From an optimization exercise on the open Yosys and OpenROAD flow, aimed at small area and a short achievable clock period; shortcuts taken in it are not production practice. Only simulation tests tie the RTL to the original design; equivalence was not proved.

==> flow/design.v (excerpt) <==
module DaddaKS_16bitMAC(
    input [15:0] a,
    input [15:0] b,
    input clk,
    input rst,
    input cin,
    output reg [31:0] out,
    output cout
);
Size in the first run: ~68 I/O pins, ~0.0087 mm² of cells after synthesis.
clock: 17.0 ns
lec_check: 0
cap_margin: 20
core_margin: 2
core_utilization: 40
cts_buf_list: sky130_fd_sc_hd__clkbuf_8
setup_slack_margin: 5
slew_margin: 20
synth_hierarchical: 1
standard.sh (not shown) runs the stock make flow with config.mk's settings and CLKGATE_MAP_FILE= SYNTH_SCRIPT=/design/flow/synth_recipe.tcl, a recipe that flattens the netlist after the stock synthesis.
==> flow/flow/run.sh <==
#!/bin/bash
# The standard layout (the standard.sh) with these ORFS settings on top of config.mk's:
#   SETUP_SLACK_MARGIN=6 'BUFFER_PORTS_ARGS=-buffer_cell sky130_fd_sc_hd__buf_1' 'CTS_ARGS=-sink_clustering_enable -repair_clock_nets -buf_list sky130_fd_sc_hd__clkbuf_8 -dont_use_dummy_load' SETUP_MOVE_SEQUENCE=sizeup,swap,buffer,clone
# and one extra step after global placement: downsize.tcl gives every cell the smallest
# drive strength that keeps the worst setup slack (area recovery; synthesis maps the
# one-gate modules to needlessly large cells).  Each tool's output is in its own log.
set -euo pipefail
bash standard.sh SETUP_SLACK_MARGIN=6 'BUFFER_PORTS_ARGS=-buffer_cell sky130_fd_sc_hd__buf_1' 'CTS_ARGS=-sink_clustering_enable -repair_clock_nets -buf_list sky130_fd_sc_hd__clkbuf_8 -dont_use_dummy_load' SETUP_MOVE_SEQUENCE=sizeup,swap,buffer,clone place > standard_place.log 2>&1
R=$PWD/orfs/results/sky130hd/DaddaKS_16bitMAC/base
DS_ODB=$R/3_place.odb DS_SDC=$R/3_place.sdc DS_TARGET=6.3 \
  DS_LIB=$FLOW_HOME/platforms/sky130hd/lib/sky130_fd_sc_hd__tt_025C_1v80.lib \
  DS_PLATFORM_DIR=$FLOW_HOME/platforms/sky130hd \
  openroad -no_init -exit flow/downsize.tcl > downsize.log 2>&1
bash standard.sh SETUP_SLACK_MARGIN=6 'BUFFER_PORTS_ARGS=-buffer_cell sky130_fd_sc_hd__buf_1' 'CTS_ARGS=-sink_clustering_enable -repair_clock_nets -buf_list sky130_fd_sc_hd__clkbuf_8 -dont_use_dummy_load' SETUP_MOVE_SEQUENCE=sizeup,swap,buffer,clone finish > standard_finish.log 2>&1
==> flow/flow/downsize.tcl <==
# Area recovery: give each cell the smallest drive strength of its kind that keeps the
# design's worst setup slack at least DS_TARGET (or the slack it had, if that is lower).
# Reads and rewrites the ODB given in DS_ODB; DS_SDC is its SDC.
read_db $::env(DS_ODB)
read_liberty $::env(DS_LIB)
read_sdc $::env(DS_SDC)
source $::env(DS_PLATFORM_DIR)/setRC.tcl
if {[info exists ::env(DS_PROP)] && $::env(DS_PROP)} { set_propagated_clock [all_clocks] }
estimate_parasitics -placement
set wns0 [sta::worst_slack -max]
set target [expr {min($wns0, $::env(DS_TARGET))}]
puts "downsize: worst slack $wns0, target $target"
set tradeoff [expr {[info exists ::env(DS_TRADEOFF)] ? $::env(DS_TRADEOFF) : 0}]
set tradeoff_k [expr {$tradeoff ? $::env(DS_TRADEOFF) : 0}]
set cur_wns $wns0
set cur_area 0.0
foreach i [get_cells *] {
  set lc [get_lib_cells -quiet */[get_property $i ref_name]]
  if {[llength $lc]} { set cur_area [expr {$cur_area + [get_property $lc area]}] }
}
puts "downsize: cell area $cur_area"
set area0 0.0
set saved 0.0
set n 0
set insts [get_cells *]
foreach inst $insts {
  set m [get_property $inst ref_name]
  if {![regexp {^(sky130_fd_sc_hd__[a-z0-9]+)_([0-9]+)$} $m -> base size]} { continue }
  if {[string match *df* $base] || [string match *tap* $base] || [string match *conb* $base] || [string match *clkbuf* $base]} { continue }
  set cands {}
  foreach lc [get_lib_cells */${base}_*] {
    set nm [get_property $lc name]
    if {[regexp "^${base}_(\[0-9\]+)\$" $nm -> s2] && $s2 < $size} { lappend cands [list $s2 $nm] }
  }
  if {![llength $cands]} { continue }
  set cands [lsort -integer -index 0 $cands]
  foreach c $cands {
    set nm [lindex $c 1]
    replace_cell $inst $nm
    set wns [sta::worst_slack -max]
    set ok [expr {$wns >= $target}]
    if {!$ok && $tradeoff} {
      set da [expr {[get_property [get_lib_cells */$m] area] - [get_property [get_lib_cells */$nm] area]}]
      set dp [expr {$cur_wns - $wns}]
      if {$dp / (17.0 - $cur_wns) < $tradeoff_k * $da / $cur_area} { set ok 1 }
    }
    if {$ok} {
      set cur_area [expr {$cur_area - [get_property [get_lib_cells */$m] area] + [get_property [get_lib_cells */$nm] area]}]
      set cur_wns $wns
      incr n
      puts "downsize: [get_full_name $inst] $m -> $nm"
      break
    }
    replace_cell $inst $m
  }
}
puts "downsize: resized $n cells, worst slack now [sta::worst_slack -max]"
report_design_area
write_db $::env(DS_ODB)
The first run finished with timing, DRC and antenna clean.
Then changed:
==> flow/flow/run.sh (replaced) <==
#!/bin/bash
# The standard layout (the standard.sh) with these ORFS settings on top of config.mk's:
#   SETUP_SLACK_MARGIN=6 'BUFFER_PORTS_ARGS=-buffer_cell sky130_fd_sc_hd__buf_1' 'CTS_ARGS=-sink_clustering_enable -repair_clock_nets -buf_list sky130_fd_sc_hd__clkbuf_8 -dont_use_dummy_load'
# and one extra step after global placement: downsize.tcl gives every cell the smallest
# drive strength that keeps the worst setup slack (area recovery; synthesis maps the
# one-gate modules to needlessly large cells).  Each tool's output is in its own log.
set -euo pipefail
bash standard.sh SETUP_SLACK_MARGIN=6 'BUFFER_PORTS_ARGS=-buffer_cell sky130_fd_sc_hd__buf_1' 'CTS_ARGS=-sink_clustering_enable -repair_clock_nets -buf_list sky130_fd_sc_hd__clkbuf_8 -dont_use_dummy_load' place > standard_place.log 2>&1
R=$PWD/orfs/results/sky130hd/DaddaKS_16bitMAC/base
DS_ODB=$R/3_place.odb DS_SDC=$R/3_place.sdc DS_TARGET=6.3 \
  DS_LIB=$FLOW_HOME/platforms/sky130hd/lib/sky130_fd_sc_hd__tt_025C_1v80.lib \
  DS_PLATFORM_DIR=$FLOW_HOME/platforms/sky130hd \
  openroad -no_init -exit flow/downsize.tcl > downsize.log 2>&1
bash standard.sh SETUP_SLACK_MARGIN=6 'BUFFER_PORTS_ARGS=-buffer_cell sky130_fd_sc_hd__buf_1' 'CTS_ARGS=-sink_clustering_enable -repair_clock_nets -buf_list sky130_fd_sc_hd__clkbuf_8 -dont_use_dummy_load' finish > standard_finish.log 2>&1
--- a/flow/flow/downsize.tcl
+++ b/flow/flow/downsize.tcl
@@ -12,11 +12,2 @@
 puts "downsize: worst slack $wns0, target $target"
-set tradeoff [expr {[info exists ::env(DS_TRADEOFF)] ? $::env(DS_TRADEOFF) : 0}]
-set tradeoff_k [expr {$tradeoff ? $::env(DS_TRADEOFF) : 0}]
-set cur_wns $wns0
-set cur_area 0.0
-foreach i [get_cells *] {
-  set lc [get_lib_cells -quiet */[get_property $i ref_name]]
-  if {[llength $lc]} { set cur_area [expr {$cur_area + [get_property $lc area]}] }
-}
-puts "downsize: cell area $cur_area"
 set area0 0.0
@@ -39,12 +30,3 @@
     replace_cell $inst $nm
-    set wns [sta::worst_slack -max]
-    set ok [expr {$wns >= $target}]
-    if {!$ok && $tradeoff} {
-      set da [expr {[get_property [get_lib_cells */$m] area] - [get_property [get_lib_cells */$nm] area]}]
-      set dp [expr {$cur_wns - $wns}]
-      if {$dp / (17.0 - $cur_wns) < $tradeoff_k * $da / $cur_area} { set ok 1 }
-    }
-    if {$ok} {
-      set cur_area [expr {$cur_area - [get_property [get_lib_cells */$m] area] + [get_property [get_lib_cells */$nm] area]}]
-      set cur_wns $wns
+    if {[sta::worst_slack -max] >= $target} {
       incr n
Settings changed: CTS_BUF_LIST sky130_fd_sc_hd__clkbuf_8 to unset, PLACE_DENSITY set to 0.9.
The changed run ran to the end with no violations.
Global-route usage stays flat.
Wire length rose by 7.1%.
Utilization climbs by 2.0 points.
Non-clock buffer count went up by 24.
Sequential share of layout area went down by 0.41 points.
Then changed:
Settings changed: CTS_BUF_LIST set to sky130_fd_sc_hd__clkbuf_8, PLACE_DENSITY 0.9 to unset.
Effect: Fmax is higher by 0.86%; worst setup slack is better by 0.093 ns; die area is unchanged; cell area is lower by 4.5%; area after synthesis does not change; synthesized cell count stays the same; global-route usage stays flat.
Then changed:
==> flow/flow/run.sh (replaced) <==
#!/bin/bash
# The standard layout (the standard.sh) with these ORFS settings on top of config.mk's:
#   SETUP_SLACK_MARGIN=7 'BUFFER_PORTS_ARGS=-buffer_cell sky130_fd_sc_hd__buf_1' 'CTS_ARGS=-sink_clustering_enable -repair_clock_nets -buf_list sky130_fd_sc_hd__clkbuf_8 -dont_use_dummy_load'
# and one extra step after global placement: downsize.tcl gives every cell the smallest
# drive strength that keeps the worst setup slack (area recovery; synthesis maps the
# one-gate modules to needlessly large cells).  Each tool's output is in its own log.
set -euo pipefail
bash standard.sh SETUP_SLACK_MARGIN=7 'BUFFER_PORTS_ARGS=-buffer_cell sky130_fd_sc_hd__buf_1' 'CTS_ARGS=-sink_clustering_enable -repair_clock_nets -buf_list sky130_fd_sc_hd__clkbuf_8 -dont_use_dummy_load' place > standard_place.log 2>&1
R=$PWD/orfs/results/sky130hd/DaddaKS_16bitMAC/base
DS_ODB=$R/3_place.odb DS_SDC=$R/3_place.sdc DS_TARGET=7.3 \
  DS_LIB=$FLOW_HOME/platforms/sky130hd/lib/sky130_fd_sc_hd__tt_025C_1v80.lib \
  DS_PLATFORM_DIR=$FLOW_HOME/platforms/sky130hd \
  openroad -no_init -exit flow/downsize.tcl > downsize.log 2>&1
bash standard.sh SETUP_SLACK_MARGIN=7 'BUFFER_PORTS_ARGS=-buffer_cell sky130_fd_sc_hd__buf_1' 'CTS_ARGS=-sink_clustering_enable -repair_clock_nets -buf_list sky130_fd_sc_hd__clkbuf_8 -dont_use_dummy_load' finish > standard_finish.log 2>&1
After rerunning: The changed run completed with no timing, DRC or antenna violations; clock skew is higher by 0.0056 ns; register-to-register slack is worse by 0.32 ns; synthesized cell count is unchanged; sequential share of layout area barely changes.
Then changed:
==> flow/flow/run.sh (replaced) <==
#!/bin/bash
# The standard layout (the standard.sh) with these ORFS settings on top of config.mk's:
#   SETUP_SLACK_MARGIN=6 'BUFFER_PORTS_ARGS=-buffer_cell sky130_fd_sc_hd__buf_1' 'CTS_ARGS=-sink_clustering_enable -repair_clock_nets -buf_list sky130_fd_sc_hd__clkbuf_8 -dont_use_dummy_load'
# and one extra step after global placement: downsize.tcl gives every cell the smallest
# drive strength that keeps the worst setup slack (area recovery; synthesis maps the
# one-gate modules to needlessly large cells).  Each tool's output is in its own log.
set -euo pipefail
bash standard.sh SETUP_SLACK_MARGIN=6 'BUFFER_PORTS_ARGS=-buffer_cell sky130_fd_sc_hd__buf_1' 'CTS_ARGS=-sink_clustering_enable -repair_clock_nets -buf_list sky130_fd_sc_hd__clkbuf_8 -dont_use_dummy_load' place > standard_place.log 2>&1
R=$PWD/orfs/results/sky130hd/DaddaKS_16bitMAC/base
DS_ODB=$R/3_place.odb DS_SDC=$R/3_place.sdc DS_TARGET=6.3 \
  DS_LIB=$FLOW_HOME/platforms/sky130hd/lib/sky130_fd_sc_hd__tt_025C_1v80.lib \
  DS_PLATFORM_DIR=$FLOW_HOME/platforms/sky130hd \
  openroad -no_init -exit flow/downsize.tcl > downsize.log 2>&1
bash standard.sh SETUP_SLACK_MARGIN=6 'BUFFER_PORTS_ARGS=-buffer_cell sky130_fd_sc_hd__buf_1' 'CTS_ARGS=-sink_clustering_enable -repair_clock_nets -buf_list sky130_fd_sc_hd__clkbuf_8 -dont_use_dummy_load' finish > standard_finish.log 2>&1
Settings changed: CORE_UTILIZATION 40 to 55, CTS_BUF_LIST sky130_fd_sc_hd__clkbuf_8 to unset.
Worst hold slack gains 0.0069 ns; clock skew goes up by 0.0060 ns; utilization grows by 16 points; setup slack gets better by 0.074 ns; critical path depth is unchanged.


Another version of the RTL of DaddaKS_16bitMAC (not shown whole).
Size in the first run: ~32 flip-flops, ~68 I/O pins, ~0.0087 mm2 of cells after synthesis.
==> flow/design.v (excerpt) <==
module DaddaKS_16bitMAC(
    input [15:0] a,
    input [15:0] b,
    input clk,
    input rst,
    input cin,
    output reg [31:0] out,
    output cout
);
clock: 17.0 ns
lec_check: 0
cap_margin: 20
core_margin: 2
core_utilization: 40
setup_slack_margin: 5
slew_margin: 20
synth_hierarchical: 1
==> flow/flow/run.sh <==
#!/bin/bash
# The standard layout (the standard.sh: standard synthesis, floorplan, placement, CTS,
# routing), with these ORFS settings added on top of config.mk's:
#   SETUP_SLACK_MARGIN=8 RECOVER_POWER=100
# The full make output is in standard.log.
set -euo pipefail
bash standard.sh SETUP_SLACK_MARGIN=8 RECOVER_POWER=100 finish > standard.log 2>&1
The starting point ran to the end with violations: capacitance limit, slew limit.
==> next run, changes <==
==> flow/run.sh (new file) <==
#!/bin/bash
# synth_recipe.tcl (not shown) runs the flow's synth.tcl, then flattens the netlist and writes it again
# the make line also repeats each setting of config.mk as NAME=value (left out here)
make -C /OpenROAD-flow-scripts/flow DESIGN_CONFIG=/design/flow/config.mk WORK_HOME=/design/flow/orfs CLKGATE_MAP_FILE= SYNTH_SCRIPT=/design/flow/synth_recipe.tcl finish
removed: flow/flow/run.sh
removed: flow/standard.sh
The changed run completed without violations.
Worst setup slack gets better by 550 ps.
Synthesized area stays the same.
Global-route usage is lower by 0.17 points.
Design area shrinks by 3.6%.
Routed wire length drops by 2.3%.
Core utilization decreases by 1.6 points.
Die area is unchanged.
==> next run, changes <==
==> flow/flow/run.sh (new file) <==
#!/bin/bash
# The standard layout (the standard.sh: standard synthesis, floorplan, placement, CTS,
# routing), with these ORFS settings added on top of config.mk's:
#   'BUFFER_PORTS_ARGS=-buffer_cell sky130_fd_sc_hd__buf_1'
# The full make output is in standard.log.
set -euo pipefail
bash standard.sh 'BUFFER_PORTS_ARGS=-buffer_cell sky130_fd_sc_hd__buf_1' finish > standard.log 2>&1
==> flow/standard.sh (new file) <==
#!/bin/bash
# synth_recipe.tcl (not shown) runs the flow's synth.tcl, then flattens the netlist and writes it again
# the make line also repeats each setting of config.mk as NAME=value (left out here)
make -C /OpenROAD-flow-scripts/flow DESIGN_CONFIG=/design/flow/config.mk WORK_HOME=/design/flow/orfs CLKGATE_MAP_FILE= SYNTH_SCRIPT=/design/flow/synth_recipe.tcl "${@:-finish}"
removed: flow/run.sh
Effect: Cell count goes down slightly. Clock skew barely changes. Via count goes up slightly. Synthesized cell count does not change. Final area goes down by a few percent. Wire length goes down slightly. Sequential share of layout area goes up by 0.40 points. Fmax hardly moves. Worst hold slack gets worse by 16 ps. Critical path depth stays the same. Die area does not change.
==> next run, changes <==
==> flow/flow/run.sh (replaced) <==
#!/bin/bash
# The standard layout (the standard.sh: standard synthesis, floorplan, placement, CTS,
# routing), with these ORFS settings added on top of config.mk's:
#   SETUP_SLACK_MARGIN=8
# The full make output is in standard.log.
set -euo pipefail
bash standard.sh SETUP_SLACK_MARGIN=8 finish > standard.log 2>&1
Result: The new run passed the timing, DRC and antenna checks. Final area goes up by roughly a tenth. Routed wire length goes up by a few percent.
==> next run, changes <==
==> flow/flow/run.sh (replaced) <==
#!/bin/bash
# The standard layout (the standard.sh: standard synthesis, floorplan, placement, CTS,
# routing), with these ORFS settings added on top of config.mk's:
#   'BUFFER_PORTS_ARGS=-buffer_cell sky130_fd_sc_hd__buf_2'
# The full make output is in standard.log.
set -euo pipefail
bash standard.sh 'BUFFER_PORTS_ARGS=-buffer_cell sky130_fd_sc_hd__buf_2' finish > standard.log 2>&1
After rerunning: Flip-flop and latch count does not change. Setup slack is worse by 400 ps. Routed wire length falls by 3.9%. Utilization fell by 3.8 points. Maximum frequency fell by 3.4%. Final area came out lower by 8.2%. Synthesized area stays the same. Global-route usage came out lower by 0.29 points. Hold slack gets worse by 14 ps.

-- what the ideal ports hide --
The results above use ideal ports. As a check the final layouts listed here were re-extracted and re-timed, cells and wires unchanged. Step 1 sets driving cells, clkbuf_16 on the clock port and buf_2 on the other inputs (assumed; they add their load-dependent delay and slew). Step 2 also shifts input and output timing later by t, the mid clock arrival at the registers, as if the neighbouring blocks saw the same clock. Slacks: ideal ports / drivers / drivers and shift; pairs: ideal ports / drivers.
run | shift t [ns] | setup slack, ns | worst slew at a driven data input, ns | cell pins on the clock port's net
the first run of note 1 | 0.359 | 6.109 / 6.065 / 6.065 | 0.07 | 1
the second run of note 1 | 0.368 | 6.016 / 5.944 / 5.944 | 0.10 | 1
the third run of note 1 | 0.359 | 6.109 / 6.065 / 6.065 | 0.07 | 1
the fourth run of note 1 | 0.350 | 5.923 / 5.896 / 5.896 | 0.06 | 1
the fifth run of note 1 | 0.351 | 5.997 / 5.954 / 5.954 | 0.08 | 1
the first run of note 2 | 0.341 | 4.684 / 4.656 / 4.656 | 0.08 | 1
the second run of note 2 | 0.341 | 5.231 / 5.203 / 5.203 | 0.05 | 1
the third run of note 2 | 0.334 | 5.261 / 5.235 / 5.235 | 0.05 | 1
the fourth run of note 2 | 0.342 | 5.693 / 5.650 / 5.650 | 0.08 | 1
the fifth run of note 2 | 0.335 | 5.291 / 5.247 / 5.247 | 0.07 | 1
The setup slack of the second run of note 1, which loses most, moves by -0.072 ns with the drivers and by -0.072 ns with both steps.
